Context: an optimization exercise on an open-source flow, tuned for small area, a short achievable clock period and few clock cycles. The choices shown serve that exercise and are no tape-out recipe.
RTL that was checked went through simulation tests only; none was proved equivalent to the original.
Power figures rest on the tool's default switching activity, not on a simulated workload.

// P_Liu
module P_Liu (
	input clk,
	input rst,
	input [15:0] inputLine,
	output [15:0] outputLine,
	output outputLineWrite,
	output [9:0] imem_addr,
	input [15:0] imem_rdata,
	output [9:0] dmem_addr,
	output [15:0] dmem_wdata,
	output dmem_we,
	input [15:0] dmem_rdata
);
Settings: LEC_CHECK=0, CAP_MARGIN=20, CORE_MARGIN=2, CORE_UTILIZATION=40, SETUP_SLACK_MARGIN=5, SLEW_MARGIN=20; clock period 11.0 ns.
run.sh (not shown) runs the stock make flow with config.mk's settings and CLKGATE_MAP_FILE= SYNTH_SCRIPT=/design/flow/synth_recipe.tcl, a recipe that flattens the netlist after the stock synthesis.
Then changed:
--- a/flow/design.v
+++ b/flow/design.v
@@ -166,37 +166,28 @@
 			mwe <= xv & i_store;
 			owr <= xv & i_write;
 		end
 	end
 	always @(posedge clk) begin
 		if (capture) begin
 			ir <= iw;
 			ira <= d_ra;
 		end
 		maddr <= (i_str | i_rtv) ? B[10:1] : (i_jump ? sp[10:1] : sum[10:1]);
 		wdr <= i_jump ? ra : A;
 	end
-	always @(posedge clk or posedge rst) begin
-		if (rst) begin
-			pc <= 16'd0;
-			sp <= 16'd0;
-			ra <= 16'd0;
-		end else begin
-			if (xdone) pc <= npc;
-			if (sp_we) sp <= i_setsp ? A : sum;
-			if (ra_we) ra <= i_ret ? dmem_rdata : pc2;
-		end
-	end
-	always @(posedge clk or posedge rst) begin
-		if (rst) begin
-			x0 <= 16'd0; x1 <= 16'd0; x2 <= 16'd0; x3 <= 16'd0;
-			x4 <= 16'd0; x5 <= 16'd0; x6 <= 16'd0; x7 <= 16'd0;
-		end else if (gpr_we) begin
-			case (rd)
-				3'd0: x0 <= wdata; 3'd1: x1 <= wdata;
-				3'd2: x2 <= wdata; 3'd3: x3 <= wdata;
-				3'd4: x4 <= wdata; 3'd5: x5 <= wdata;
-				3'd6: x6 <= wdata; default: x7 <= wdata;
-			endcase
-		end
+	wire [15:0] wd = rst ? 16'd0 : wdata;
+	wire [7:0] rf_we = {8{rst}} | ({8{gpr_we}} & (8'd1 << rd));
+	always @(posedge clk) begin
+		if (rst | xdone) pc <= rst ? 16'd0 : npc;
+		if (rst | sp_we) sp <= rst ? 16'd0 : (i_setsp ? A : sum);
+		if (rst | ra_we) ra <= rst ? 16'd0 : (i_ret ? dmem_rdata : pc2);
+		if (rf_we[0]) x0 <= wd;
+		if (rf_we[1]) x1 <= wd;
+		if (rf_we[2]) x2 <= wd;
+		if (rf_we[3]) x3 <= wd;
+		if (rf_we[4]) x4 <= wd;
+		if (rf_we[5]) x5 <= wd;
+		if (rf_we[6]) x6 <= wd;
+		if (rf_we[7]) x7 <= wd;
 	end
 endmodule
What happened:
- maximum frequency barely changes
- sequential power came out lower by 18%
- synthesized cell count shrinks by 11%
- final cell count decreases by 9.0%
- synthesized area falls by 4.4%
No functional check of the RTL was part of any run of this note.


The RTL this note starts from:
==> flow/design.v <==
module C_KSAdd #(parameter W = 16) (
	input [W-1:0] a,
	input [W-1:0] b,
	input ci,
	output [W-1:0] s,
	output co
);
	wire [W-1:0] p = a ^ b;
	wire [W-1:0] g0 = (a & b) | {{(W-1){1'b0}}, p[0] & ci};
	reg [W-1:0] g, pp;
	integer d, i;
	always @* begin
		g = g0;
		pp = p;
		for (d = 1; d < W; d = d * 2) begin
			for (i = W - 1; i >= d; i = i - 1) begin
				g[i] = g[i] | (pp[i] & g[i - d]);
				pp[i] = pp[i] & pp[i - d];
			end
		end
	end
	assign s = p ^ {g[W-2:0], ci};
	assign co = g[W-1];
endmodule
module P_Liu (
	input clk,
	input rst,
	input [15:0] inputLine,
	output [15:0] outputLine,
	output outputLineWrite,
	output [9:0] imem_addr,
	input [15:0] imem_rdata,
	output [9:0] dmem_addr,
	output [15:0] dmem_wdata,
	output dmem_we,
	input [15:0] dmem_rdata
);
	reg [9:0] fa;         
	reg dv;               
	reg [15:0] ir;        
	reg [8:0] sa;         
	reg [9:0] sb;         
	reg xv;               
	reg xp;               
	reg lph;              
	reg [9:0] maddr;      
	reg mwe;              
	reg [15:0] wdr;       
	reg owr;              
	reg rq;               
	reg [15:0] sp, ra, pc;
	reg [15:0] x0, x1, x2, x3, x4, x5, x6, x7;
	assign imem_addr = fa;
	assign dmem_addr = maddr;
	assign dmem_we = mwe;
	assign dmem_wdata = wdr;
	assign outputLine = wdr;
	assign outputLineWrite = owr;
	wire [15:0] iw = imem_rdata;
	wire d_load = (iw[15:12] == 4'b0101) | (iw[15:6] == 10'b0111000011) |
	              (iw[15:10] == 6'b001110);
	wire d_a_rs2 = iw[15:12] == 4'b0000;
	wire d_a_ra  = iw[15:11] == 5'b00111;
	wire [2:0] d_ra = d_a_rs2 ? iw[8:6] : iw[2:0];
	wire [8:0] d_sa = d_a_ra ? 9'h100 : {1'b0, 8'd1 << d_ra};
	wire d_g_sp = iw[15:10] == 6'b011101;
	wire d_b_sp = (d_g_sp & ((iw[9:3] == 7'b0100000) | (iw[9:3] == 7'b0000000))) |
	              (iw[15:10] == 6'b011110) | (iw[15:11] == 5'b00111) |
	              (iw[15:13] == 3'b010);
	wire d_b_pc = d_g_sp & ((iw[9:3] == 7'b1100000) | (iw[9:3] == 7'b1000000));
	wire [9:0] d_sb = d_b_sp ? 10'h100 : (d_b_pc ? 10'h200 : {2'b00, 8'd1 << iw[5:3]});
	wire d_far = (iw[15:10] == 6'b001111) | (iw[15:10] == 6'b011111) |
	             (iw[15:12] == 4'b0110);
	wire d_pred = d_far | (iw[15] & iw[12]);
	wire [9:0] d_off = d_far ? iw[9:0] : {{3{iw[12]}}, iw[12:6]};
	wire [9:0] d_tgt;
	C_KSAdd #(.W(10)) DTGT (.a(pc[10:1]), .b(d_off), .ci(xv), .s(d_tgt), .co());
	wire [2:0] rd  = ir[2:0];
	wire i_alu   = ir[15:12] == 4'b0000;
	wire i_lu    = ir[15:11] == 5'b00010;
	wire i_ll    = ir[15:11] == 5'b00011;
	wire i_addi  = ir[15:12] == 4'b0010;
	wire i_shift = ir[15:11] == 5'b00110;
	wire i_ret   = ir[15:10] == 6'b001110;
	wire i_jump  = ir[15:10] == 6'b001111;
	wire i_strsp = ir[15:12] == 4'b0100;
	wire i_rtvsp = ir[15:12] == 4'b0101;
	wire g_io    = ir[15:10] == 6'b011100;
	wire i_str   = g_io & (ir[9:6] == 4'b0010);
	wire i_rtv   = g_io & (ir[9:6] == 4'b0011);
	wire g_rw    = g_io & (ir[9:7] != 3'b001);
	wire i_read  = g_rw & (ir[5:3] == 3'b000);
	wire i_write = g_rw & (ir[5:3] != 3'b000);
	wire g_sp    = ir[15:10] == 6'b011101;
	wire i_getsp = g_sp & (ir[9:3] == 7'b0000000);
	wire i_chgsp = g_sp & (ir[9:3] == 7'b0100000);
	wire i_setsp = g_sp & (ir[9:3] == 7'b0100001);
	wire i_getpc = g_sp & (ir[9:3] == 7'b1000000);
	wire i_chgpc = g_sp & (ir[9:3] == 7'b1100000);
	wire i_setpc = g_sp & ~i_getsp & ~i_chgsp & ~i_setsp & ~i_getpc & ~i_chgpc;
	wire i_chgspi = ir[15:10] == 6'b011110;
	wire i_chgpci = (ir[15:10] == 6'b011111) | (ir[15:12] == 4'b0110);
	wire i_br    = ir[15];
	wire i_load  = i_rtvsp | i_rtv | i_ret;
	wire i_store = i_strsp | i_str | i_jump;
	wire [15:0] A = ({16{sa[0]}} & x0) | ({16{sa[1]}} & x1) | ({16{sa[2]}} & x2) |
	                ({16{sa[3]}} & x3) | ({16{sa[4]}} & x4) | ({16{sa[5]}} & x5) |
	                ({16{sa[6]}} & x6) | ({16{sa[7]}} & x7) | ({16{sa[8]}} & ra);
	wire [15:0] B = ({16{sb[0]}} & x0) | ({16{sb[1]}} & x1) | ({16{sb[2]}} & x2) |
	                ({16{sb[3]}} & x3) | ({16{sb[4]}} & x4) | ({16{sb[5]}} & x5) |
	                ({16{sb[6]}} & x6) | ({16{sb[7]}} & x7) | ({16{sb[8]}} & sp) |
	                ({16{sb[9]}} & pc);
	wire [2:0] aop = ir[11:9];
	wire [15:0] imm6   = {{10{ir[11]}}, ir[11:6]};
	wire [15:0] imm9s  = {{6{ir[11]}}, ir[11:3], 1'b0};
	wire [15:0] imm10s = {{5{ir[9]}}, ir[9:0], 1'b0};
	wire [15:0] imm7s  = {{8{ir[12]}}, ir[12:6], 1'b0};
	wire a_sub = i_alu & (aop == 3'b100);
	wire a_imm = i_addi | i_chgspi | i_ret | i_strsp | i_rtvsp;
	wire [15:0] immA = i_addi ? imm6 : ((i_strsp | i_rtvsp) ? imm9s : imm10s);
	wire a_inv = a_sub | i_br;
	wire [15:0] ain2 = a_imm ? immA : (A ^ {16{a_inv}});
	wire [15:0] ap = B ^ ain2;
	wire [15:0] ag = B & ain2;
	wire [15:0] kg0 = {ag[15:1], ag[0] | (ap[0] & a_sub)};
	wire [15:0] kp0 = ap;
	wire [15:0] kg1 = kg0 | (kp0 & {kg0[14:0], 1'b0});
	wire [15:0] kp1 = kp0 & {kp0[14:0], 1'b0};
	wire [15:0] kg2 = kg1 | (kp1 & {kg1[13:0], 2'b0});
	wire [15:0] kp2 = kp1 & {kp1[13:0], 2'b0};
	wire [15:0] kg3 = kg2 | (kp2 & {kg2[11:0], 4'b0});
	wire [15:0] kp3 = kp2 & {kp2[11:0], 4'b0};
	wire [15:0] kg4 = kg3 | (kp3 & {kg3[7:0], 8'b0});
	wire [15:0] sum = ap ^ {kg4[14:0], a_sub};
	wire eq = &ap;
	wire lt = kg4[15];
	reg cond;
	always @* begin
		case (ir[14:13])
			2'b00: cond = eq;
			2'b01: cond = lt;
			2'b10: cond = ~eq;
			default: cond = ~lt;
		endcase
	end
	reg [15:0] lg;
	always @* begin
		case (aop[1:0])
			2'b01: lg = ag;
			2'b10: lg = ag | ap;
			default: lg = ap;
		endcase
	end
	wire [3:0] sk = ir[9:6];
	wire [31:0] rot2 = {B, B} << sk;
	wire [15:0] rot = rot2[31:16];
	wire [15:0] lowm = ~(16'hFFFF << sk);
	wire [15:0] sh = rot & (ir[10] ? lowm : ~lowm);
	wire [15:0] pc2;
	C_KSAdd #(.W(15)) PC2 (.a(pc[15:1]), .b(15'd0), .ci(1'b1), .s(pc2[15:1]), .co());
	assign pc2[0] = pc[0];
	wire [15:0] pcadd;
	C_KSAdd #(.W(15)) PCADD (.a(pc[15:1]), .b(i_br ? imm7s[15:1] : imm10s[15:1]), .ci(1'b0),
		.s(pcadd[15:1]), .co());
	assign pcadd[0] = pc[0];
	wire nr = ~rq;
	wire s_mem = nr & lph;
	wire s_add = nr & ~lph & ((i_alu & (aop[1:0] == 2'b00)) | i_addi);
	wire s_log = nr & ~lph & i_alu & (aop[1:0] != 2'b00);
	wire s_sh  = nr & ~lph & i_shift;
	wire s_lu  = nr & ~lph & i_lu;
	wire s_ll  = nr & ~lph & i_ll;
	wire s_b   = nr & ~lph & (i_getsp | i_getpc);
	wire s_in  = nr & ~lph & i_read;
	wire [15:0] wdata =
		({16{s_mem}} & dmem_rdata) |
		({16{s_add}} & sum) |
		({16{s_log}} & (lg ^ {16{aop[2]}})) |
		({16{s_sh}} & sh) |
		({16{s_lu}} & {ir[10:3], A[7:0]}) |
		({16{s_ll}} & {{8{ir[10]}}, ir[10:3]}) |
		({16{s_b}} & B) |
		({16{s_in}} & inputLine);
	wire xdone = xv & (~i_load | lph);
	wire gpr_we = xdone & (i_alu | i_lu | i_ll | i_addi | i_shift | i_rtvsp |
	                       i_rtv | i_read | i_getsp | i_getpc);
	wire sp_we = xdone & (i_chgsp | i_chgspi | i_ret | i_setsp);
	wire ra_we = xdone & (i_jump | i_ret);
	wire btk = i_br & cond;
	wire j_add = i_jump | i_chgpci | btk;
	wire j_a = i_ret | i_setpc;
	wire p_sum = nr & i_chgpc;
	wire p_a = nr & j_a;
	wire p_add = nr & j_add;
	wire p_2 = nr & ~(i_chgpc | j_a | j_add);
	wire [15:0] npc = ({16{p_sum}} & sum) | ({16{p_a}} & A) |
	                  ({16{p_add}} & pcadd) | ({16{p_2}} & pc2);
	wire r_sum = xv & i_chgpc;
	wire r_a = xv & ((i_setpc) | (i_ret & ~lph));
	wire r_add = xv & btk & ~xp;
	wire r_2 = xv & i_br & ~cond & xp;
	wire redir = r_sum | r_a | r_add | r_2;
	wire capture = ~(xv & i_load & ~lph);
	wire f_d = ~redir & dv & d_pred;
	wire f_inc = ~redir & ~(dv & (d_pred | d_load));
	wire f_hold = ~redir & dv & d_load;
	wire [9:0] fa1;
	C_KSAdd #(.W(10)) FA1 (.a(fa), .b(10'd0), .ci(1'b1), .s(fa1), .co());
	wire [9:0] nfa = ({10{r_sum}} & sum[10:1]) | ({10{r_a}} & A[10:1]) |
	                 ({10{r_add}} & pcadd[10:1]) | ({10{r_2}} & pc2[10:1]) |
	                 ({10{f_d}} & d_tgt) | ({10{f_inc}} & fa1) |
	                 ({10{f_hold}} & fa);
	always @(posedge clk or posedge rst) begin
		if (rst) begin
			fa <= 10'd0;
			dv <= 1'b0;
			xv <= 1'b0;
			lph <= 1'b0;
			mwe <= 1'b0;
			owr <= 1'b0;
		end else begin
			fa <= nfa;
			dv <= f_inc;
			if (capture) xv <= dv & ~redir;
			lph <= xv & i_load & ~lph;
			mwe <= xv & i_store;
			owr <= xv & i_write;
		end
	end
	always @(posedge clk) begin
		if (capture) begin
			ir <= iw;
			sa <= d_sa;
			sb <= d_sb;
			xp <= d_pred;
		end
		maddr <= (i_str | i_rtv | i_jump) ? B[10:1] : sum[10:1];
		wdr <= A;
	end
	always @(posedge clk) rq <= rst;
	wire [7:0] rf_we = {8{rq}} | ({8{gpr_we}} & (8'd1 << rd));
	always @(posedge clk) begin
		if (rq | xdone) pc <= npc;
		if (rq | sp_we) sp <= ({16{nr & i_setsp}} & A) | ({16{nr & ~i_setsp}} & sum);
		if (rq | ra_we) ra <= ({16{nr & i_ret}} & dmem_rdata) | ({16{nr & ~i_ret}} & pc2);
		if (rf_we[0]) x0 <= wdata;
		if (rf_we[1]) x1 <= wdata;
		if (rf_we[2]) x2 <= wdata;
		if (rf_we[3]) x3 <= wdata;
		if (rf_we[4]) x4 <= wdata;
		if (rf_we[5]) x5 <= wdata;
		if (rf_we[6]) x6 <= wdata;
		if (rf_we[7]) x7 <= wdata;
	end
endmodule
Settings: LEC_CHECK=0, CAP_MARGIN=20, CORE_MARGIN=2, CORE_UTILIZATION=40, SLEW_MARGIN=20; clock period 11.0 ns.
standard.sh (not shown) runs the stock make flow with config.mk's settings and CLKGATE_MAP_FILE= SYNTH_SCRIPT=/design/flow/synth_recipe.tcl, a recipe that flattens the netlist after the stock synthesis.
==> flow/flow/run.sh <==
#!/bin/bash
set -euo pipefail
bash standard.sh SETUP_SLACK_MARGIN=6.5 TNS_END_PERCENT=10 \
  "BUFFER_PORTS_ARGS=-buffer_cell sky130_fd_sc_hd__buf_2" \
  finish > standard_make.log 2>&1
Testbench counts at the start, summed over its fixed seeds: cycles 59,843.
Rerun with:
--- a/flow/design.v
+++ b/flow/design.v
@@ -40,10 +40,11 @@
 	reg [15:0] ir;        
 	reg [8:0] sa;         
 	reg [9:0] sb;         
 	reg xv;               
 	reg xp;               
+	reg c_imm, c_sub, c_inv, c_addi, c_sp9;    
 	reg lph;              
 	reg [9:0] maddr;      
 	reg mwe;              
 	reg [15:0] wdr;       
 	reg owr;              
@@ -67,16 +68,27 @@
 	wire d_b_sp = (d_g_sp & ((iw[9:3] == 7'b0100000) | (iw[9:3] == 7'b0000000))) |
 	              (iw[15:10] == 6'b011110) | (iw[15:11] == 5'b00111) |
 	              (iw[15:13] == 3'b010);
 	wire d_b_pc = d_g_sp & ((iw[9:3] == 7'b1100000) | (iw[9:3] == 7'b1000000));
 	wire [9:0] d_sb = d_b_sp ? 10'h100 : (d_b_pc ? 10'h200 : {2'b00, 8'd1 << iw[5:3]});
+	wire [15:0] pc2;
+	C_KSAdd #(.W(15)) PC2 (.a(pc[15:1]), .b(15'd0), .ci(1'b1), .s(pc2[15:1]), .co());
+	assign pc2[0] = pc[0];
 	wire d_far = (iw[15:10] == 6'b001111) | (iw[15:10] == 6'b011111) |
 	             (iw[15:12] == 4'b0110);
 	wire d_pred = d_far | (iw[15] & iw[12]);
-	wire [9:0] d_off = d_far ? iw[9:0] : {{3{iw[12]}}, iw[12:6]};
-	wire [9:0] d_tgt;
-	C_KSAdd #(.W(10)) DTGT (.a(pc[10:1]), .b(d_off), .ci(xv), .s(d_tgt), .co());
+	wire [9:0] pcd = xv ? pc2[10:1] : pc[10:1];
+	wire [9:0] d_tfar, d_tbr;
+	C_KSAdd #(.W(10)) DTFAR (.a(pcd), .b(iw[9:0]), .ci(1'b0), .s(d_tfar), .co());
+	C_KSAdd #(.W(10)) DTBR (.a(pcd), .b({{3{iw[12]}}, iw[12:6]}), .ci(1'b0), .s(d_tbr), .co());
+	wire [9:0] d_tgt = d_far ? d_tfar : d_tbr;
+	wire d_i_addi = iw[15:12] == 4'b0010;
+	wire d_i_sp9 = iw[15:13] == 3'b010;                       
+	wire d_a_imm = d_i_addi | d_i_sp9 | (iw[15:10] == 6'b011110) |   
+	               (iw[15:10] == 6'b001110);                         
+	wire d_a_sub = iw[15:9] == 7'b0000100;
+	wire d_a_inv = d_a_sub | iw[15];
 	wire [2:0] rd  = ir[2:0];
 	wire i_alu   = ir[15:12] == 4'b0000;
 	wire i_lu    = ir[15:11] == 5'b00010;
 	wire i_ll    = ir[15:11] == 5'b00011;
 	wire i_addi  = ir[15:12] == 4'b0010;
@@ -113,14 +125,14 @@
 	wire [2:0] aop = ir[11:9];
 	wire [15:0] imm6   = {{10{ir[11]}}, ir[11:6]};
 	wire [15:0] imm9s  = {{6{ir[11]}}, ir[11:3], 1'b0};
 	wire [15:0] imm10s = {{5{ir[9]}}, ir[9:0], 1'b0};
 	wire [15:0] imm7s  = {{8{ir[12]}}, ir[12:6], 1'b0};
-	wire a_sub = i_alu & (aop == 3'b100);
-	wire a_imm = i_addi | i_chgspi | i_ret | i_strsp | i_rtvsp;
-	wire [15:0] immA = i_addi ? imm6 : ((i_strsp | i_rtvsp) ? imm9s : imm10s);
-	wire a_inv = a_sub | i_br;
+	wire a_sub = c_sub;
+	wire a_imm = c_imm;
+	wire [15:0] immA = c_addi ? imm6 : (c_sp9 ? imm9s : imm10s);
+	wire a_inv = c_inv;
 	wire [15:0] ain2 = a_imm ? immA : (A ^ {16{a_inv}});
 	wire [15:0] ap = B ^ ain2;
 	wire [15:0] ag = B & ain2;
 	wire [15:0] kg0 = {ag[15:1], ag[0] | (ap[0] & a_sub)};
 	wire [15:0] kp0 = ap;
@@ -154,13 +166,10 @@
 	wire [3:0] sk = ir[9:6];
 	wire [31:0] rot2 = {B, B} << sk;
 	wire [15:0] rot = rot2[31:16];
 	wire [15:0] lowm = ~(16'hFFFF << sk);
 	wire [15:0] sh = rot & (ir[10] ? lowm : ~lowm);
-	wire [15:0] pc2;
-	C_KSAdd #(.W(15)) PC2 (.a(pc[15:1]), .b(15'd0), .ci(1'b1), .s(pc2[15:1]), .co());
-	assign pc2[0] = pc[0];
 	wire [15:0] pcadd;
 	C_KSAdd #(.W(15)) PCADD (.a(pc[15:1]), .b(i_br ? imm7s[15:1] : imm10s[15:1]), .ci(1'b0),
 		.s(pcadd[15:1]), .co());
 	assign pcadd[0] = pc[0];
 	wire nr = ~rq;
@@ -231,10 +240,15 @@
 		if (capture) begin
 			ir <= iw;
 			sa <= d_sa;
 			sb <= d_sb;
 			xp <= d_pred;
+			c_imm <= d_a_imm;
+			c_sub <= d_a_sub;
+			c_inv <= d_a_inv;
+			c_addi <= d_i_addi;
+			c_sp9 <= d_i_sp9;
 		end
 		maddr <= (i_str | i_rtv | i_jump) ? B[10:1] : sum[10:1];
 		wdr <= A;
 	end
 	always @(posedge clk) rq <= rst;
Effect:
- The changed run completed with no timing, DRC or antenna violations
- sequential power rises by about 6%
- global-route usage rises by 0.94 points
- routed wire length rises by 4.3%
- hold slack barely changes
- power rises by 7.8%
- cell area falls by 0.94%
- register-to-register slack is better by 0.13 ns
- critical path depth falls by 3
- via count rises by 1.7%
- sequential share of layout area rises by 1.1 points
- die area rises by 4.5%
Testbench counts after the change, summed over its fixed seeds: cycles 59,843.

## afterwards: timing with drivers on the ports
No port has a modelled driver above. Below, the same layouts with a new extraction and two added sets of constraints. Step 1 sets driving cells, clkbuf_16 on the clock port and buf_2 on the other inputs (assumed; they add their load-dependent delay and slew). Step 2 also shifts input and output timing later by t, the mid clock arrival at the registers, as if the neighbouring blocks saw the same clock. Three values: ideal ports, drivers, drivers and shift; two values: the first two.
run	shift t [ns]	setup WS [ns]	hold slack, ns
the first run of note 1	0.663	5.165 / 5.165 / 5.165	0.504 / 0.504 / 0.504
the second run of note 1	0.652	5.147 / 5.147 / 5.147	0.493 / 0.493 / 0.493
the first run of note 2	0.614	6.083 / 6.083 / 5.751	0.630 / 0.630 / 0.630
the second run of note 2	0.651	6.217 / 6.217 / 6.110	0.633 / 0.633 / 0.633
After both steps every run listed still meets setup and hold. For the first run of note 2, which loses most, drivers alone change the setup slack by 0.000 ns; drivers and shift together by -0.332 ns.
